From an optimization exercise on the open Yosys and OpenROAD flow, aimed at small area, a short achievable clock period and few clock cycles per item; shortcuts taken in it are not production practice.

==> inputs of 08-11 <==
// pe_core_v3
module pe_core_v3 (
    input clk,
    input rst_n,
    input [31:0] opcode,
    input [31:0] op1,
    input [31:0] op2,
    input [31:0] op3,
    input valid_in,
    output reg [31:0] result_out,
    output reg result_valid
);
==> flow/config.mk <==
export PLATFORM = sky130hd
export DESIGN_NAME = pe_core_v3
export DESIGN_NICKNAME = pe_core_v3
export VERILOG_FILES = /design/flow/design.v
export SDC_FILE = /design/flow/constraint.sdc
export NUM_CORES = 4
export LEC_CHECK = 0
export ABC_AREA = 1
export CAP_MARGIN = 35
export CORE_MARGIN = 2
export CORE_UTILIZATION = 55
export CTS_CLUSTER_DIAMETER = 200
export CTS_CLUSTER_SIZE = 22
export SLEW_MARGIN = 35
==> flow/constraint.sdc <==
create_clock -name core_clock -period 65.0 [get_ports {clk}]
set_input_delay 13.0000 -clock core_clock [delete_from_list [all_inputs] [get_ports {clk}]]
set_output_delay 13.0000 -clock core_clock [all_outputs]
set_load 0.01 [all_outputs]
standard.sh (not shown) runs the stock make flow with config.mk's settings and CLKGATE_MAP_FILE= SYNTH_SCRIPT=/design/flow/synth_recipe.tcl, a recipe that flattens the netlist after the stock synthesis.
==> flow/flow/run.sh <==
#!/bin/bash
set -euo pipefail
bash standard.sh "BUFFER_PORTS_ARGS=-buffer_cell sky130_fd_sc_hd__buf_2" \
  "SETUP_SLACK_MARGIN=50.9" finish > standard_flow.log 2>&1
==> 02-10 (differences from 08-11) <==
--- a/flow/design.v
+++ b/flow/design.v
@@ -3497,14 +3497,15 @@
     wire cmp = (f_eq & eq) | (f_ne & ~eq) | (f_lt & lt) | (f_le & (lt | eq)) | (f_gt & ~lt & ~eq) | (f_ge & ~lt);
     wire s_mac = f_add | f_sub | f_mul | f_mad | f_neg | f_abs | f_shl;
     wire s_a = f_relu & ~a0[31] | f_min & lt | f_max & ~lt;
     wire s_b = f_min & ~lt | f_max & lt;
     wire [31:0] oth = ({32{s_mac}} & mac) | ({32{f_shr}} & mac_rev)
                     | ({32{f_and}} & (a0 & b0)) | ({32{f_or}} & (a0 | b0)) | ({32{f_xor}} & (a0 ^ b0))
                     | ({32{s_a}} & a0) | ({32{s_b}} & b0) | {31'd0, cmp};
+    wire hz1_8 = ~|b0[31:8];
     wire hz1_7 = ~|b0[31:7];
     wire hz1_6 = ~|b0[31:6];
     wire hz1_5 = ~|b0[31:5];
     wire hz1_4 = ~|b0[31:4];
     wire hz1_3 = ~|b0[31:3];
     wire hz1_2 = ~|b0[31:2];
     wire hz1_1 = ~|b0[31:1];
@@ -3525,155 +3526,154 @@
     wire [31:0] aq_27 = {aq_28[30:0], q_27};
     wire q_26; wire [5:0] rn_26;
     pe_divrow6 row_26 (.r(rn_27), .abit(aq_27[31]), .b(b0), .hz(hz1_6), .q(q_26), .rn(rn_26));
     wire [31:0] aq_26 = {aq_27[30:0], q_26};
     wire q_25; wire [6:0] rn_25;
     pe_divrow7 row_25 (.r(rn_26), .abit(aq_26[31]), .b(b0), .hz(hz1_7), .q(q_25), .rn(rn_25));
     wire [31:0] aq_25 = {aq_26[30:0], q_25};
-    reg [6:0] R1; reg [31:0] AQ1, B1; reg isd1; reg v1;
+    wire q_24; wire [7:0] rn_24;
+    pe_divrow8 row_24 (.r(rn_25), .abit(aq_25[31]), .b(b0), .hz(hz1_8), .q(q_24), .rn(rn_24));
+    wire [31:0] aq_24 = {aq_25[30:0], q_24};
+    reg [7:0] R1; reg [31:0] AQ1, B1; reg isd1; reg v1;
     always @(posedge clk or negedge rst_n)
         if (!rst_n) v1 <= 1'b0;
         else        v1 <= vld1;
     always @(posedge clk) begin
-        R1 <= rn_25;
-        AQ1 <= aq_25;
+        R1 <= rn_24;
+        AQ1 <= aq_24;
         B1 <= (isdiv1 ? b0 : oth);
         isd1 <= isdiv1;
     end
+    wire hz2_13 = ~|B1[31:13];
     wire hz2_12 = ~|B1[31:12];
     wire hz2_11 = ~|B1[31:11];
     wire hz2_10 = ~|B1[31:10];
     wire hz2_9 = ~|B1[31:9];
-    wire hz2_8 = ~|B1[31:8];
-    wire q_24; wire [7:0] rn_24;
-    pe_divrow8 row_24 (.r(R1), .abit(AQ1[31]), .b(B1), .hz(hz2_8), .q(q_24), .rn(rn_24));
-    wire [31:0] aq_24 = {AQ1[30:0], q_24};
     wire q_23; wire [8:0] rn_23;
-    pe_divrow9 row_23 (.r(rn_24), .abit(aq_24[31]), .b(B1), .hz(hz2_9), .q(q_23), .rn(rn_23));
-    wire [31:0] aq_23 = {aq_24[30:0], q_23};
+    pe_divrow9 row_23 (.r(R1), .abit(AQ1[31]), .b(B1), .hz(hz2_9), .q(q_23), .rn(rn_23));
+    wire [31:0] aq_23 = {AQ1[30:0], q_23};
     wire q_22; wire [9:0] rn_22;
     pe_divrow10 row_22 (.r(rn_23), .abit(aq_23[31]), .b(B1), .hz(hz2_10), .q(q_22), .rn(rn_22));
     wire [31:0] aq_22 = {aq_23[30:0], q_22};
     wire q_21; wire [10:0] rn_21;
     pe_divrow11 row_21 (.r(rn_22), .abit(aq_22[31]), .b(B1), .hz(hz2_11), .q(q_21), .rn(rn_21));
     wire [31:0] aq_21 = {aq_22[30:0], q_21};
     wire q_20; wire [11:0] rn_20;
     pe_divrow12 row_20 (.r(rn_21), .abit(aq_21[31]), .b(B1), .hz(hz2_12), .q(q_20), .rn(rn_20));
     wire [31:0] aq_20 = {aq_21[30:0], q_20};
-    reg [11:0] R2; reg [31:0] AQ2, B2; reg isd2; reg v2;
+    wire q_19; wire [12:0] rn_19;
+    pe_divrow13 row_19 (.r(rn_20), .abit(aq_20[31]), .b(B1), .hz(hz2_13), .q(q_19), .rn(rn_19));
+    wire [31:0] aq_19 = {aq_20[30:0], q_19};
+    reg [12:0] R2; reg [31:0] AQ2, B2; reg isd2; reg v2;
     always @(posedge clk or negedge rst_n)
         if (!rst_n) v2 <= 1'b0;
         else        v2 <= v1;
     always @(posedge clk) begin
-        R2 <= rn_20;
-        AQ2 <= aq_20;
+        R2 <= rn_19;
+        AQ2 <= aq_19;
         B2 <= B1;
         isd2 <= isd1;
     end
+    wire hz3_18 = ~|B2[31:18];
     wire hz3_17 = ~|B2[31:17];
     wire hz3_16 = ~|B2[31:16];
     wire hz3_15 = ~|B2[31:15];
     wire hz3_14 = ~|B2[31:14];
-    wire hz3_13 = ~|B2[31:13];
-    wire q_19; wire [12:0] rn_19;
-    pe_divrow13 row_19 (.r(R2), .abit(AQ2[31]), .b(B2), .hz(hz3_13), .q(q_19), .rn(rn_19));
-    wire [31:0] aq_19 = {AQ2[30:0], q_19};
     wire q_18; wire [13:0] rn_18;
-    pe_divrow14 row_18 (.r(rn_19), .abit(aq_19[31]), .b(B2), .hz(hz3_14), .q(q_18), .rn(rn_18));
-    wire [31:0] aq_18 = {aq_19[30:0], q_18};
+    pe_divrow14 row_18 (.r(R2), .abit(AQ2[31]), .b(B2), .hz(hz3_14), .q(q_18), .rn(rn_18));
+    wire [31:0] aq_18 = {AQ2[30:0], q_18};
     wire q_17; wire [14:0] rn_17;
     pe_divrow15 row_17 (.r(rn_18), .abit(aq_18[31]), .b(B2), .hz(hz3_15), .q(q_17), .rn(rn_17));
     wire [31:0] aq_17 = {aq_18[30:0], q_17};
     wire q_16; wire [15:0] rn_16;
     pe_divrow16 row_16 (.r(rn_17), .abit(aq_17[31]), .b(B2), .hz(hz3_16), .q(q_16), .rn(rn_16));
     wire [31:0] aq_16 = {aq_17[30:0], q_16};
     wire q_15; wire [16:0] rn_15;
     pe_divrow17 row_15 (.r(rn_16), .abit(aq_16[31]), .b(B2), .hz(hz3_17), .q(q_15), .rn(rn_15));
     wire [31:0] aq_15 = {aq_16[30:0], q_15};
-    reg [16:0] R3; reg [31:0] AQ3, B3; reg isd3; reg v3;
+    wire q_14; wire [17:0] rn_14;
+    pe_divrow18 row_14 (.r(rn_15), .abit(aq_15[31]), .b(B2), .hz(hz3_18), .q(q_14), .rn(rn_14));
+    wire [31:0] aq_14 = {aq_15[30:0], q_14};
+    reg [17:0] R3; reg [31:0] AQ3, B3; reg isd3; reg v3;
     always @(posedge clk or negedge rst_n)
         if (!rst_n) v3 <= 1'b0;
         else        v3 <= v2;
     always @(posedge clk) begin
-        R3 <= rn_15;
-        AQ3 <= aq_15;
+        R3 <= rn_14;
+        AQ3 <= aq_14;
         B3 <= B2;
         isd3 <= isd2;
     end
+    wire hz4_23 = ~|B3[31:23];
     wire hz4_22 = ~|B3[31:22];
     wire hz4_21 = ~|B3[31:21];
     wire hz4_20 = ~|B3[31:20];
     wire hz4_19 = ~|B3[31:19];
-    wire hz4_18 = ~|B3[31:18];
-    wire q_14; wire [17:0] rn_14;
-    pe_divrow18 row_14 (.r(R3), .abit(AQ3[31]), .b(B3), .hz(hz4_18), .q(q_14), .rn(rn_14));
-    wire [31:0] aq_14 = {AQ3[30:0], q_14};
     wire q_13; wire [18:0] rn_13;
-    pe_divrow19 row_13 (.r(rn_14), .abit(aq_14[31]), .b(B3), .hz(hz4_19), .q(q_13), .rn(rn_13));
-    wire [31:0] aq_13 = {aq_14[30:0], q_13};
+    pe_divrow19 row_13 (.r(R3), .abit(AQ3[31]), .b(B3), .hz(hz4_19), .q(q_13), .rn(rn_13));
+    wire [31:0] aq_13 = {AQ3[30:0], q_13};
     wire q_12; wire [19:0] rn_12;
     pe_divrow20 row_12 (.r(rn_13), .abit(aq_13[31]), .b(B3), .hz(hz4_20), .q(q_12), .rn(rn_12));
     wire [31:0] aq_12 = {aq_13[30:0], q_12};
     wire q_11; wire [20:0] rn_11;
     pe_divrow21 row_11 (.r(rn_12), .abit(aq_12[31]), .b(B3), .hz(hz4_21), .q(q_11), .rn(rn_11));
     wire [31:0] aq_11 = {aq_12[30:0], q_11};
     wire q_10; wire [21:0] rn_10;
     pe_divrow22 row_10 (.r(rn_11), .abit(aq_11[31]), .b(B3), .hz(hz4_22), .q(q_10), .rn(rn_10));
     wire [31:0] aq_10 = {aq_11[30:0], q_10};
-    reg [21:0] R4; reg [31:0] AQ4, B4; reg isd4; reg v4;
+    wire q_9; wire [22:0] rn_9;
+    pe_divrow23 row_9 (.r(rn_10), .abit(aq_10[31]), .b(B3), .hz(hz4_23), .q(q_9), .rn(rn_9));
+    wire [31:0] aq_9 = {aq_10[30:0], q_9};
+    reg [22:0] R4; reg [31:0] AQ4, B4; reg isd4; reg v4;
     always @(posedge clk or negedge rst_n)
         if (!rst_n) v4 <= 1'b0;
         else        v4 <= v3;
     always @(posedge clk) begin
-        R4 <= rn_10;
-        AQ4 <= aq_10;
+        R4 <= rn_9;
+        AQ4 <= aq_9;
         B4 <= B3;
         isd4 <= isd3;
     end
+    wire hz5_28 = ~|B4[31:28];
     wire hz5_27 = ~|B4[31:27];
     wire hz5_26 = ~|B4[31:26];
     wire hz5_25 = ~|B4[31:25];
     wire hz5_24 = ~|B4[31:24];
-    wire hz5_23 = ~|B4[31:23];
-    wire q_9; wire [22:0] rn_9;
-    pe_divrow23 row_9 (.r(R4), .abit(AQ4[31]), .b(B4), .hz(hz5_23), .q(q_9), .rn(rn_9));
-    wire [31:0] aq_9 = {AQ4[30:0], q_9};
     wire q_8; wire [23:0] rn_8;
-    pe_divrow24 row_8 (.r(rn_9), .abit(aq_9[31]), .b(B4), .hz(hz5_24), .q(q_8), .rn(rn_8));
-    wire [31:0] aq_8 = {aq_9[30:0], q_8};
+    pe_divrow24 row_8 (.r(R4), .abit(AQ4[31]), .b(B4), .hz(hz5_24), .q(q_8), .rn(rn_8));
+    wire [31:0] aq_8 = {AQ4[30:0], q_8};
     wire q_7; wire [24:0] rn_7;
     pe_divrow25 row_7 (.r(rn_8), .abit(aq_8[31]), .b(B4), .hz(hz5_25), .q(q_7), .rn(rn_7));
     wire [31:0] aq_7 = {aq_8[30:0], q_7};
     wire q_6; wire [25:0] rn_6;
     pe_divrow26 row_6 (.r(rn_7), .abit(aq_7[31]), .b(B4), .hz(hz5_26), .q(q_6), .rn(rn_6));
     wire [31:0] aq_6 = {aq_7[30:0], q_6};
     wire q_5; wire [26:0] rn_5;
     pe_divrow27 row_5 (.r(rn_6), .abit(aq_6[31]), .b(B4), .hz(hz5_27), .q(q_5), .rn(rn_5));
     wire [31:0] aq_5 = {aq_6[30:0], q_5};
-    reg [26:0] R5; reg [31:0] AQ5, B5; reg isd5; reg v5;
+    wire q_4; wire [27:0] rn_4;
+    pe_divrow28 row_4 (.r(rn_5), .abit(aq_5[31]), .b(B4), .hz(hz5_28), .q(q_4), .rn(rn_4));
+    wire [31:0] aq_4 = {aq_5[30:0], q_4};
+    reg [27:0] R5; reg [31:0] AQ5, B5; reg isd5; reg v5;
     always @(posedge clk or negedge rst_n)
         if (!rst_n) v5 <= 1'b0;
         else        v5 <= v4;
     always @(posedge clk) begin
-        R5 <= rn_5;
-        AQ5 <= aq_5;
+        R5 <= rn_4;
+        AQ5 <= aq_4;
         B5 <= B4;
         isd5 <= isd4;
     end
     wire hz6_32 = 1'b1;
     wire hz6_31 = ~|B5[31:31];
     wire hz6_30 = ~|B5[31:30];
     wire hz6_29 = ~|B5[31:29];
-    wire hz6_28 = ~|B5[31:28];
-    wire q_4; wire [27:0] rn_4;
-    pe_divrow28 row_4 (.r(R5), .abit(AQ5[31]), .b(B5), .hz(hz6_28), .q(q_4), .rn(rn_4));
-    wire [31:0] aq_4 = {AQ5[30:0], q_4};
     wire q_3; wire [28:0] rn_3;
-    pe_divrow29 row_3 (.r(rn_4), .abit(aq_4[31]), .b(B5), .hz(hz6_29), .q(q_3), .rn(rn_3));
-    wire [31:0] aq_3 = {aq_4[30:0], q_3};
+    pe_divrow29 row_3 (.r(R5), .abit(AQ5[31]), .b(B5), .hz(hz6_29), .q(q_3), .rn(rn_3));
+    wire [31:0] aq_3 = {AQ5[30:0], q_3};
     wire q_2; wire [29:0] rn_2;
     pe_divrow30 row_2 (.r(rn_3), .abit(aq_3[31]), .b(B5), .hz(hz6_30), .q(q_2), .rn(rn_2));
     wire [31:0] aq_2 = {aq_3[30:0], q_2};
     wire q_1; wire [30:0] rn_1;
     pe_divrow31 row_1 (.r(rn_2), .abit(aq_2[31]), .b(B5), .hz(hz6_31), .q(q_1), .rn(rn_1));
     wire [31:0] aq_1 = {aq_2[30:0], q_1};
     wire q_0; wire [31:0] rn_0;
- ABC_AREA: 1 -> default
- CTS_CLUSTER_DIAMETER: 200 -> default
- CTS_CLUSTER_SIZE: 22 -> default
==> 11-27 (differences from 08-11) <==
--- a/flow/design.v
+++ b/flow/design.v
@@ -3497,14 +3497,15 @@
     wire cmp = (f_eq & eq) | (f_ne & ~eq) | (f_lt & lt) | (f_le & (lt | eq)) | (f_gt & ~lt & ~eq) | (f_ge & ~lt);
     wire s_mac = f_add | f_sub | f_mul | f_mad | f_neg | f_abs | f_shl;
     wire s_a = f_relu & ~a0[31] | f_min & lt | f_max & ~lt;
     wire s_b = f_min & ~lt | f_max & lt;
     wire [31:0] oth = ({32{s_mac}} & mac) | ({32{f_shr}} & mac_rev)
                     | ({32{f_and}} & (a0 & b0)) | ({32{f_or}} & (a0 | b0)) | ({32{f_xor}} & (a0 ^ b0))
                     | ({32{s_a}} & a0) | ({32{s_b}} & b0) | {31'd0, cmp};
+    wire hz1_8 = ~|b0[31:8];
     wire hz1_7 = ~|b0[31:7];
     wire hz1_6 = ~|b0[31:6];
     wire hz1_5 = ~|b0[31:5];
     wire hz1_4 = ~|b0[31:4];
     wire hz1_3 = ~|b0[31:3];
     wire hz1_2 = ~|b0[31:2];
     wire hz1_1 = ~|b0[31:1];
@@ -3525,155 +3526,154 @@
     wire [31:0] aq_27 = {aq_28[30:0], q_27};
     wire q_26; wire [5:0] rn_26;
     pe_divrow6 row_26 (.r(rn_27), .abit(aq_27[31]), .b(b0), .hz(hz1_6), .q(q_26), .rn(rn_26));
     wire [31:0] aq_26 = {aq_27[30:0], q_26};
     wire q_25; wire [6:0] rn_25;
     pe_divrow7 row_25 (.r(rn_26), .abit(aq_26[31]), .b(b0), .hz(hz1_7), .q(q_25), .rn(rn_25));
     wire [31:0] aq_25 = {aq_26[30:0], q_25};
-    reg [6:0] R1; reg [31:0] AQ1, B1; reg isd1; reg v1;
+    wire q_24; wire [7:0] rn_24;
+    pe_divrow8 row_24 (.r(rn_25), .abit(aq_25[31]), .b(b0), .hz(hz1_8), .q(q_24), .rn(rn_24));
+    wire [31:0] aq_24 = {aq_25[30:0], q_24};
+    reg [7:0] R1; reg [31:0] AQ1, B1; reg isd1; reg v1;
     always @(posedge clk or negedge rst_n)
         if (!rst_n) v1 <= 1'b0;
         else        v1 <= vld1;
     always @(posedge clk) begin
-        R1 <= rn_25;
-        AQ1 <= aq_25;
+        R1 <= rn_24;
+        AQ1 <= aq_24;
         B1 <= (isdiv1 ? b0 : oth);
         isd1 <= isdiv1;
     end
+    wire hz2_13 = ~|B1[31:13];
     wire hz2_12 = ~|B1[31:12];
     wire hz2_11 = ~|B1[31:11];
     wire hz2_10 = ~|B1[31:10];
     wire hz2_9 = ~|B1[31:9];
-    wire hz2_8 = ~|B1[31:8];
-    wire q_24; wire [7:0] rn_24;
-    pe_divrow8 row_24 (.r(R1), .abit(AQ1[31]), .b(B1), .hz(hz2_8), .q(q_24), .rn(rn_24));
-    wire [31:0] aq_24 = {AQ1[30:0], q_24};
     wire q_23; wire [8:0] rn_23;
-    pe_divrow9 row_23 (.r(rn_24), .abit(aq_24[31]), .b(B1), .hz(hz2_9), .q(q_23), .rn(rn_23));
-    wire [31:0] aq_23 = {aq_24[30:0], q_23};
+    pe_divrow9 row_23 (.r(R1), .abit(AQ1[31]), .b(B1), .hz(hz2_9), .q(q_23), .rn(rn_23));
+    wire [31:0] aq_23 = {AQ1[30:0], q_23};
     wire q_22; wire [9:0] rn_22;
     pe_divrow10 row_22 (.r(rn_23), .abit(aq_23[31]), .b(B1), .hz(hz2_10), .q(q_22), .rn(rn_22));
     wire [31:0] aq_22 = {aq_23[30:0], q_22};
     wire q_21; wire [10:0] rn_21;
     pe_divrow11 row_21 (.r(rn_22), .abit(aq_22[31]), .b(B1), .hz(hz2_11), .q(q_21), .rn(rn_21));
     wire [31:0] aq_21 = {aq_22[30:0], q_21};
     wire q_20; wire [11:0] rn_20;
     pe_divrow12 row_20 (.r(rn_21), .abit(aq_21[31]), .b(B1), .hz(hz2_12), .q(q_20), .rn(rn_20));
     wire [31:0] aq_20 = {aq_21[30:0], q_20};
-    reg [11:0] R2; reg [31:0] AQ2, B2; reg isd2; reg v2;
+    wire q_19; wire [12:0] rn_19;
+    pe_divrow13 row_19 (.r(rn_20), .abit(aq_20[31]), .b(B1), .hz(hz2_13), .q(q_19), .rn(rn_19));
+    wire [31:0] aq_19 = {aq_20[30:0], q_19};
+    reg [12:0] R2; reg [31:0] AQ2, B2; reg isd2; reg v2;
     always @(posedge clk or negedge rst_n)
         if (!rst_n) v2 <= 1'b0;
         else        v2 <= v1;
     always @(posedge clk) begin
-        R2 <= rn_20;
-        AQ2 <= aq_20;
+        R2 <= rn_19;
+        AQ2 <= aq_19;
         B2 <= B1;
         isd2 <= isd1;
     end
+    wire hz3_18 = ~|B2[31:18];
     wire hz3_17 = ~|B2[31:17];
     wire hz3_16 = ~|B2[31:16];
     wire hz3_15 = ~|B2[31:15];
     wire hz3_14 = ~|B2[31:14];
-    wire hz3_13 = ~|B2[31:13];
-    wire q_19; wire [12:0] rn_19;
-    pe_divrow13 row_19 (.r(R2), .abit(AQ2[31]), .b(B2), .hz(hz3_13), .q(q_19), .rn(rn_19));
-    wire [31:0] aq_19 = {AQ2[30:0], q_19};
     wire q_18; wire [13:0] rn_18;
-    pe_divrow14 row_18 (.r(rn_19), .abit(aq_19[31]), .b(B2), .hz(hz3_14), .q(q_18), .rn(rn_18));
-    wire [31:0] aq_18 = {aq_19[30:0], q_18};
+    pe_divrow14 row_18 (.r(R2), .abit(AQ2[31]), .b(B2), .hz(hz3_14), .q(q_18), .rn(rn_18));
+    wire [31:0] aq_18 = {AQ2[30:0], q_18};
     wire q_17; wire [14:0] rn_17;
     pe_divrow15 row_17 (.r(rn_18), .abit(aq_18[31]), .b(B2), .hz(hz3_15), .q(q_17), .rn(rn_17));
     wire [31:0] aq_17 = {aq_18[30:0], q_17};
     wire q_16; wire [15:0] rn_16;
     pe_divrow16 row_16 (.r(rn_17), .abit(aq_17[31]), .b(B2), .hz(hz3_16), .q(q_16), .rn(rn_16));
     wire [31:0] aq_16 = {aq_17[30:0], q_16};
     wire q_15; wire [16:0] rn_15;
     pe_divrow17 row_15 (.r(rn_16), .abit(aq_16[31]), .b(B2), .hz(hz3_17), .q(q_15), .rn(rn_15));
     wire [31:0] aq_15 = {aq_16[30:0], q_15};
-    reg [16:0] R3; reg [31:0] AQ3, B3; reg isd3; reg v3;
+    wire q_14; wire [17:0] rn_14;
+    pe_divrow18 row_14 (.r(rn_15), .abit(aq_15[31]), .b(B2), .hz(hz3_18), .q(q_14), .rn(rn_14));
+    wire [31:0] aq_14 = {aq_15[30:0], q_14};
+    reg [17:0] R3; reg [31:0] AQ3, B3; reg isd3; reg v3;
     always @(posedge clk or negedge rst_n)
         if (!rst_n) v3 <= 1'b0;
         else        v3 <= v2;
     always @(posedge clk) begin
-        R3 <= rn_15;
-        AQ3 <= aq_15;
+        R3 <= rn_14;
+        AQ3 <= aq_14;
         B3 <= B2;
         isd3 <= isd2;
     end
+    wire hz4_23 = ~|B3[31:23];
     wire hz4_22 = ~|B3[31:22];
     wire hz4_21 = ~|B3[31:21];
     wire hz4_20 = ~|B3[31:20];
     wire hz4_19 = ~|B3[31:19];
-    wire hz4_18 = ~|B3[31:18];
-    wire q_14; wire [17:0] rn_14;
-    pe_divrow18 row_14 (.r(R3), .abit(AQ3[31]), .b(B3), .hz(hz4_18), .q(q_14), .rn(rn_14));
-    wire [31:0] aq_14 = {AQ3[30:0], q_14};
     wire q_13; wire [18:0] rn_13;
-    pe_divrow19 row_13 (.r(rn_14), .abit(aq_14[31]), .b(B3), .hz(hz4_19), .q(q_13), .rn(rn_13));
-    wire [31:0] aq_13 = {aq_14[30:0], q_13};
+    pe_divrow19 row_13 (.r(R3), .abit(AQ3[31]), .b(B3), .hz(hz4_19), .q(q_13), .rn(rn_13));
+    wire [31:0] aq_13 = {AQ3[30:0], q_13};
     wire q_12; wire [19:0] rn_12;
     pe_divrow20 row_12 (.r(rn_13), .abit(aq_13[31]), .b(B3), .hz(hz4_20), .q(q_12), .rn(rn_12));
     wire [31:0] aq_12 = {aq_13[30:0], q_12};
     wire q_11; wire [20:0] rn_11;
     pe_divrow21 row_11 (.r(rn_12), .abit(aq_12[31]), .b(B3), .hz(hz4_21), .q(q_11), .rn(rn_11));
     wire [31:0] aq_11 = {aq_12[30:0], q_11};
     wire q_10; wire [21:0] rn_10;
     pe_divrow22 row_10 (.r(rn_11), .abit(aq_11[31]), .b(B3), .hz(hz4_22), .q(q_10), .rn(rn_10));
     wire [31:0] aq_10 = {aq_11[30:0], q_10};
-    reg [21:0] R4; reg [31:0] AQ4, B4; reg isd4; reg v4;
+    wire q_9; wire [22:0] rn_9;
+    pe_divrow23 row_9 (.r(rn_10), .abit(aq_10[31]), .b(B3), .hz(hz4_23), .q(q_9), .rn(rn_9));
+    wire [31:0] aq_9 = {aq_10[30:0], q_9};
+    reg [22:0] R4; reg [31:0] AQ4, B4; reg isd4; reg v4;
     always @(posedge clk or negedge rst_n)
         if (!rst_n) v4 <= 1'b0;
         else        v4 <= v3;
     always @(posedge clk) begin
-        R4 <= rn_10;
-        AQ4 <= aq_10;
+        R4 <= rn_9;
+        AQ4 <= aq_9;
         B4 <= B3;
         isd4 <= isd3;
     end
+    wire hz5_28 = ~|B4[31:28];
     wire hz5_27 = ~|B4[31:27];
     wire hz5_26 = ~|B4[31:26];
     wire hz5_25 = ~|B4[31:25];
     wire hz5_24 = ~|B4[31:24];
-    wire hz5_23 = ~|B4[31:23];
-    wire q_9; wire [22:0] rn_9;
-    pe_divrow23 row_9 (.r(R4), .abit(AQ4[31]), .b(B4), .hz(hz5_23), .q(q_9), .rn(rn_9));
-    wire [31:0] aq_9 = {AQ4[30:0], q_9};
     wire q_8; wire [23:0] rn_8;
-    pe_divrow24 row_8 (.r(rn_9), .abit(aq_9[31]), .b(B4), .hz(hz5_24), .q(q_8), .rn(rn_8));
-    wire [31:0] aq_8 = {aq_9[30:0], q_8};
+    pe_divrow24 row_8 (.r(R4), .abit(AQ4[31]), .b(B4), .hz(hz5_24), .q(q_8), .rn(rn_8));
+    wire [31:0] aq_8 = {AQ4[30:0], q_8};
     wire q_7; wire [24:0] rn_7;
     pe_divrow25 row_7 (.r(rn_8), .abit(aq_8[31]), .b(B4), .hz(hz5_25), .q(q_7), .rn(rn_7));
     wire [31:0] aq_7 = {aq_8[30:0], q_7};
     wire q_6; wire [25:0] rn_6;
     pe_divrow26 row_6 (.r(rn_7), .abit(aq_7[31]), .b(B4), .hz(hz5_26), .q(q_6), .rn(rn_6));
     wire [31:0] aq_6 = {aq_7[30:0], q_6};
     wire q_5; wire [26:0] rn_5;
     pe_divrow27 row_5 (.r(rn_6), .abit(aq_6[31]), .b(B4), .hz(hz5_27), .q(q_5), .rn(rn_5));
     wire [31:0] aq_5 = {aq_6[30:0], q_5};
-    reg [26:0] R5; reg [31:0] AQ5, B5; reg isd5; reg v5;
+    wire q_4; wire [27:0] rn_4;
+    pe_divrow28 row_4 (.r(rn_5), .abit(aq_5[31]), .b(B4), .hz(hz5_28), .q(q_4), .rn(rn_4));
+    wire [31:0] aq_4 = {aq_5[30:0], q_4};
+    reg [27:0] R5; reg [31:0] AQ5, B5; reg isd5; reg v5;
     always @(posedge clk or negedge rst_n)
         if (!rst_n) v5 <= 1'b0;
         else        v5 <= v4;
     always @(posedge clk) begin
-        R5 <= rn_5;
-        AQ5 <= aq_5;
+        R5 <= rn_4;
+        AQ5 <= aq_4;
         B5 <= B4;
         isd5 <= isd4;
     end
     wire hz6_32 = 1'b1;
     wire hz6_31 = ~|B5[31:31];
     wire hz6_30 = ~|B5[31:30];
     wire hz6_29 = ~|B5[31:29];
-    wire hz6_28 = ~|B5[31:28];
-    wire q_4; wire [27:0] rn_4;
-    pe_divrow28 row_4 (.r(R5), .abit(AQ5[31]), .b(B5), .hz(hz6_28), .q(q_4), .rn(rn_4));
-    wire [31:0] aq_4 = {AQ5[30:0], q_4};
     wire q_3; wire [28:0] rn_3;
-    pe_divrow29 row_3 (.r(rn_4), .abit(aq_4[31]), .b(B5), .hz(hz6_29), .q(q_3), .rn(rn_3));
-    wire [31:0] aq_3 = {aq_4[30:0], q_3};
+    pe_divrow29 row_3 (.r(R5), .abit(AQ5[31]), .b(B5), .hz(hz6_29), .q(q_3), .rn(rn_3));
+    wire [31:0] aq_3 = {AQ5[30:0], q_3};
     wire q_2; wire [29:0] rn_2;
     pe_divrow30 row_2 (.r(rn_3), .abit(aq_3[31]), .b(B5), .hz(hz6_30), .q(q_2), .rn(rn_2));
     wire [31:0] aq_2 = {aq_3[30:0], q_2};
     wire q_1; wire [30:0] rn_1;
     pe_divrow31 row_1 (.r(rn_2), .abit(aq_2[31]), .b(B5), .hz(hz6_31), .q(q_1), .rn(rn_1));
     wire [31:0] aq_1 = {aq_2[30:0], q_1};
     wire q_0; wire [31:0] rn_0;
==> flow_summary_export.csv <==
group,metric,value,unit
run_status,status,"no timing/DRC/antenna violations",
sta,finalClockSkew,0.0286,ns
logic_synthesis,synth_fa_ha_area_share,27.3,%
drt,wirelength,188000,um
logic_synthesis,synthSimpleGateAreaFrac,20.0,%
logic_synthesis,netlist_area,0.0543,mm^2
power_and_ir_drop,p_leak,29.9,nW
power_and_ir_drop,clockPowerShare,12.4,%
sta,relSlewSlack,31.6,%
final_layout,final_cell_area,0.0588,mm^2
drt,vias,49600,
(the above is from 11-27)
==> flow_summary_export.csv <==
group,metric,value,unit
logic_synthesis,synth_fa_ha_area_share,27.6,%
sta,relSlewSlack,27.3,%
logic_synthesis,netlist_area,0.0536,mm^2
power_and_ir_drop,clockPowerShare,31.0,%
sta,finalClockSkew,0.0168,ns
logic_synthesis,synthSimpleGateAreaFrac,11.9,%
drt,vias,46200,
final_layout,final_cell_area,0.0614,mm^2
run_status,status,"no timing/DRC/antenna violations",
(the above is from 02-10)
==> flow_summary_export.csv <==
group,metric,value,unit
run_status,status,"no timing/DRC/antenna violations",
power_and_ir_drop,clockPowerShare,11.2,%
sta,drv_slew,0,
logic_synthesis,synth_fa_ha_area_share,27.5,%
drt,met1Wirelength,71800,um
logic_synthesis,synthSimpleGateAreaFrac,19.7,%
logic_synthesis,netlist_area,0.0540,mm^2
final_layout,largestClassByArea,"multi-input combinational cells",
final_layout,final_cell_area,0.0587,mm^2
clocking,clkLatencyLatePin,0.67,ns
placement,place_congestion,1.02,
global_routing,grt-ovfl-total,0,
flow_run,cap_violations,0,
sta,relSlewSlack,36.0,%
drt,vias,49200,
sta,finalClockSkew,0.0396,ns
power_and_ir_drop,p_leak,29.9,nW
(the above is from 08-11)
Function was not checked in any run of this note: the RTL went through the layout flow alone.

[re-timing with driven ports]
Ports are ideal in the flow. The routed layouts listed here were re-timed in OpenROAD. Step 1: set_driving_cell puts a clkbuf_16 on clk and a buf_2 on each other input, an assumption about the parent block. Step 2 moves the port delays by t, midway between the first and last clock arrival at a register: inputs arrive t later, outputs are due t later. That takes back most of the time a late clock gives input paths. Three values: no drivers, after step 1, after step 2; two values: the first two.
run | shift t [ns] | slack for setup (ns) | worst setup path at the end | clock arrival spread, ns | cell pins on the clock port's net
08-11 | 0.728 | 50.858 / 50.783 / 51.511 | register to output | 0.041 / 0.042 | 1
02-10 | 0.748 | 50.809 / 50.749 / 50.809 | register to register | 0.022 / 0.021 | 1
11-27 | 0.728 | 50.848 / 50.772 / 51.349 | register to register | 0.030 / 0.029 | 1
After both steps setup and hold are still met in every run listed.
